Context: an optimization exercise on an open-source flow, tuned for small area. The choices shown serve that exercise and are no tape-out recipe.
Only simulation tests tie the RTL to the original design; equivalence was not proved.
Power and IR drop assume default switching activity.

==> run P: inputs <==
==> flow/design.v (excerpt) <==
module NERP_demo_top(
	input wire clk,			 
	input wire btns,			 
	input wire btnu,
	input wire btnd,
	output wire [7:0] seg,	 
	output wire [3:0] an,	 
	output wire dp,			 
	output wire [2:0] vgaRed,
	output wire [2:0] vgaGreen,
	output wire [2:1] vgaBlue,
	output wire Hsync,
	output wire Vsync
	);
function ltc;
	input [9:0] x;
	input [9:0] k;
	integer i;
	reg r;
	begin
		r = 1'b0;
		for (i = 0; i < 10; i = i + 1)
			r = k[i] ? (~x[i] | r) : (~x[i] & r);
		ltc = r;
	end
endfunction
function inr;
	input [9:0] x;
	input [9:0] lo;
	input [9:0] hi;
	begin
		inr = ~ltc(x, lo) & ltc(x, hi);
	end
endfunction
function [9:0] sub10;
	input [9:0] a;
	input [9:0] b;
	integer i;
	reg c;
	begin
		c = 1'b1;
		for (i = 0; i < 10; i = i + 1)
		begin
			sub10[i] = a[i] ^ ~b[i] ^ c;
			c = (a[i] & ~b[i]) | (a[i] & c) | (~b[i] & c);
		end
	end
endfunction
function [9:0] add10;
	input [9:0] a;
	input [9:0] b;
	integer i;
	reg c;
	begin
		c = 1'b0;
		for (i = 0; i < 10; i = i + 1)
		begin
			add10[i] = a[i] ^ b[i] ^ c;
			c = (a[i] & b[i]) | (a[i] & c) | (b[i] & c);
		end
	end
endfunction
function [9:0] step10;
	input [9:0] x;
	input en;
	input dn;
	integer i;
	reg t;
	begin
		t = en;
		for (i = 0; i < 10; i = i + 1)
		begin
			step10[i] = x[i] ^ t;
			t = t & (x[i] ^ dn);
		end
	end
endfunction
wire rst = btns;
reg [1:0] ph;		 
reg [3:0] qh;		 
reg [9:0] hc;		 
reg [9:0] vc;		 
wire h0 = (hc[4:0] == 5'd0);
wire dclk = ~ph[1] & ph[0];
wire tick = ph[1] & ph[0] & h0;		 
wire pre = ph[1] & ~ph[0] & h0;		 
wire sp3 = tick & ~qh[0];
wire sp2 = tick & ~qh[1] & qh[0];
wire sp1 = tick & ~qh[2] & qh[1] & qh[0];
wire sp0 = tick & ~qh[3] & qh[2] & qh[1] & qh[0];
wire hend = hc[9] & hc[8] & (hc[4:0] == 5'd31);	 
wire vend = vc[9] & vc[3];				 
always @(posedge clk)
begin
	ph <= rst ? 2'b00 : {ph[1] ^ ph[0], ~ph[0]};
	qh <= rst ? 4'd0 : step10({6'd0, qh}, tick, 1'b0);
	hc <= (rst | (dclk & hend)) ? 10'd0 : step10(hc, dclk, 1'b0);
  ...
==> flow/config.mk <==
export PLATFORM = sky130hd
export DESIGN_NAME = NERP_demo_top
export DESIGN_NICKNAME = NERP_demo_top
export VERILOG_FILES = /design/flow/design.v
export SDC_FILE = /design/flow/constraint.sdc
export NUM_CORES = 4
export LEC_CHECK = 0
export CAP_MARGIN = 20
export CORE_MARGIN = 2
export CORE_UTILIZATION = 60
export CTS_BUF_LIST = sky130_fd_sc_hd__clkbuf_8
export SLEW_MARGIN = 20
==> flow/constraint.sdc <==
create_clock -name core_clock -period 10.0 [get_ports {clk}]
set_input_delay 2.0000 -clock core_clock [delete_from_list [all_inputs] [get_ports {clk}]]
set_output_delay 2.0000 -clock core_clock [all_outputs]
set_load 0.01 [all_outputs]
standard.sh (not shown) runs the stock make flow with config.mk's settings and CLKGATE_MAP_FILE= SYNTH_SCRIPT=/design/flow/synth_recipe.tcl, a recipe that flattens the netlist after the stock synthesis.
==> flow/flow/run.sh <==
#!/bin/bash
# Layout flow: the standard synthesis (standard.sh), then the
# combinational gates are mapped again by ABC with stronger area scripts
# (flow/pp.sh keeps every register and tie cell as it is and
# keeps a result only if yosys proves it equivalent), then the standard
# ORFS steps from floorplan to finish, with the port buffers made of
# sky130_fd_sc_hd__buf_1 and a clock tree of sky130_fd_sc_hd__clkbuf_8
# without dummy loads. Each tool's output goes to a log file here.
set -euo pipefail
W=$PWD
R=$W/orfs/results/sky130hd/NERP_demo_top/base
bash standard.sh $R/1_2_yosys.v > synth.log 2>&1
cp $R/1_2_yosys.v $W/synth_std.v
bash flow/pp.sh $W/synth_std.v $W/synth_pp.v $W/pp > pp.log 2>&1
cp $W/synth_pp.v $R/1_2_yosys.v
export CTS_ARGS="-sink_clustering_enable -repair_clock_nets -buf_list sky130_fd_sc_hd__clkbuf_8 -dont_use_dummy_load"
bash standard.sh BUFFER_PORTS_ARGS="-buffer_cell sky130_fd_sc_hd__buf_1" "CTS_ARGS=$CTS_ARGS" finish > layout.log 2>&1
==> flow/flow/pp.sh <==
#!/bin/bash
# Re-optimise the combinational logic of a mapped netlist with ABC.
# usage: pp.sh in.v out.v workdir
# Registers and tie cells are kept as they are (same instance names and
# cell types); all other gates are flattened to logic and mapped again
# with several ABC scripts run side by side. The smallest result that
# yosys proves equivalent to the input is kept (else the input itself).
set -uo pipefail
IN=$1; OUT=$2; WD=$3
mkdir -p $WD
FH=${FLOW_HOME:-/OpenROAD-flow-scripts/flow}
YOSYS=${YOSYS_EXE:-$FH/../tools/install/yosys/bin/yosys}
LIB=$FH/platforms/sky130hd/lib/sky130_fd_sc_hd__tt_025C_1v80.lib
KEEP=$(grep -o "sky130_fd_sc_hd__[a-z0-9_]*" $IN | sort -u | grep -E "__(df|edf|sdf|conb)" | tr '\n' ' ')
DU=""
for c in $(sed -n '/DONT_USE_CELLS/,/^$/p' $FH/platforms/sky130hd/config.mk | grep -o "sky130_fd_sc_hd__[a-z0-9_]*"); do DU="$DU -dont_use $c"; done
R="strash;dch,-f;amap"
SCRIPTS=(
"strash;&get,-n;&deepsyn,-T,60;&put;dch,-f;amap;$R;$R;$R;$R"
"strash;&get,-n;&deepsyn,-T,60,-S,7;&put;dch,-f;amap;$R;$R;$R;$R"
"strash;&get,-n;&deepsyn,-T,60,-S,13;&put;dch,-f;amap;$R;$R;$R;$R"
"strash;&get,-n;&dch,-f;&nf,-R,1000;&put"
)
run_one() {
  local i=$1 S=$2
  cat > $WD/pp$i.ys <<EOY
read_liberty -ignore_miss_func $LIB
setattr -mod -set keep_hierarchy 1 $KEEP
read_verilog $IN
hierarchy -top NERP_demo_top
flatten
opt_clean
abc -liberty $LIB $DU -script +$S
opt_clean -purge
splitnets
insbuf -buf sky130_fd_sc_hd__buf_1 A X
opt_clean -purge
hierarchy -top NERP_demo_top
blackbox $KEEP
tee -o $WD/stat$i.txt stat -liberty $LIB
write_verilog -noattr -nohex -nodec $WD/out$i.v
EOY
  rm -f $WD/out$i.v $WD/stat$i.txt
  timeout 600 $YOSYS -q -l $WD/pp$i.log $WD/pp$i.ys > /dev/null 2>&1 || { echo "script $i failed" > $WD/res$i; return; }
  local a=$(grep "Chip area" $WD/stat$i.txt | awk '{print $NF}')
  cat > $WD/eq$i.ys <<EOY
read_liberty -ignore_miss_func $LIB
read_verilog $IN
rename NERP_demo_top gold
read_verilog $WD/out$i.v
rename NERP_demo_top gate
hierarchy -check
flatten
opt_clean
equiv_make gold gate eq
hierarchy -top eq
equiv_simple -seq 2
equiv_induct -seq 2
equiv_status -assert
EOY
  if timeout 900 $YOSYS -q -l $WD/eq$i.log $WD/eq$i.ys > /dev/null 2>&1; then
    echo "$a $i equivalent" > $WD/res$i
  else
    echo "script $i: area $a, NOT proven equivalent" > $WD/res$i
  fi
}
i=0
for S in "${SCRIPTS[@]}"; do
  i=$((i+1))
  echo "script $i: $S"
  run_one $i "$S" &
done
wait
cat $WD/res*
best=$(cat $WD/res* | grep " equivalent$" | sort -g | head -1 | awk '{print $2}')
if [ -n "$best" ]; then cp $WD/out$best.v $OUT; echo "chose script $best"; else cp $IN $OUT; echo "kept input"; fi
==> run Z: changes against run P <==
==> flow/run.sh (new file) <==
#!/bin/bash
# synth_recipe.tcl (not shown) runs the flow's synth.tcl, then flattens the netlist and writes it again
# the make line also repeats each setting of config.mk as NAME=value (left out here)
make -C /OpenROAD-flow-scripts/flow DESIGN_CONFIG=/design/flow/config.mk WORK_HOME=/design/flow/orfs CLKGATE_MAP_FILE= SYNTH_SCRIPT=/design/flow/synth_recipe.tcl finish
CORE_UTILIZATION = 40   (was 60)
removed: flow/flow/run.sh
removed: flow/flow/pp.sh
removed: flow/standard.sh
==> comparison table <==
| item | run P | run Z |
|---|---|---|
| Skew final | 0.0240 ns | 0.0139 ns |
| Starting Density | 61.5% | 41.0% |
| Placed cell areas | 5550 sq um | 6830 sq um |
| Outcome | no timing/DRC/antenna violations | no timing/DRC/antenna violations |
| Cell Area, Synth | 5340 sq um | 6520 sq um |
| Crit-path max FO | 12 | 10 |
| Hold Startpoint | qh[3] | ph[0] |
| Die ar. | 9660 sq um | 17300 sq um |
| Cells after Synth | 862 | 760 |
| Detailed-routed wire length on met3 | 1050 um | 670 um |
| Smallest hold slack | 0.471 ns | 0.479 ns |
| Clock latency reported for the late side of the worst-skew pair | 0.36 ns | 0.38 ns |
| Leakage power figure | 1.83 nW | 2.92 nW |
| Metal1 wirelength | 6880 um | 7320 um |
| DR vias/cell | 6.18 | 5.60 |
| Maximum clock rate | 114 MHz | 106 MHz |

-- re-timing with driven ports --
The flow's constraints put no driver on any port. The routed layouts listed below were extracted and timed again, unchanged, in two steps. Step 1, drivers: a clkbuf_16 drives clk and a buf_2 each remaining input, both assumed. Step 2 times the ports against the registers' clock, not the clock port: input delays grow and output delays shrink by t, the midpoint of the rising clock arrivals with the driver on. Slacks: no drivers / after step 1 / after step 2; pairs: no drivers / after step 1.
run | t (ns) | setup slack, ns | latest minus earliest clock arrival (ns) | worst data-port slew with drivers (ns) | pins driven straight from the clock port
run P | 0.383 | 1.210 / 1.173 / 1.556 | 0.024 / 0.024 | 0.03 | 1
run Z | 0.407 | 0.588 / 0.550 / 0.766 | 0.014 / 0.013 | 0.03 | 1
After both steps every run listed still meets setup and hold.
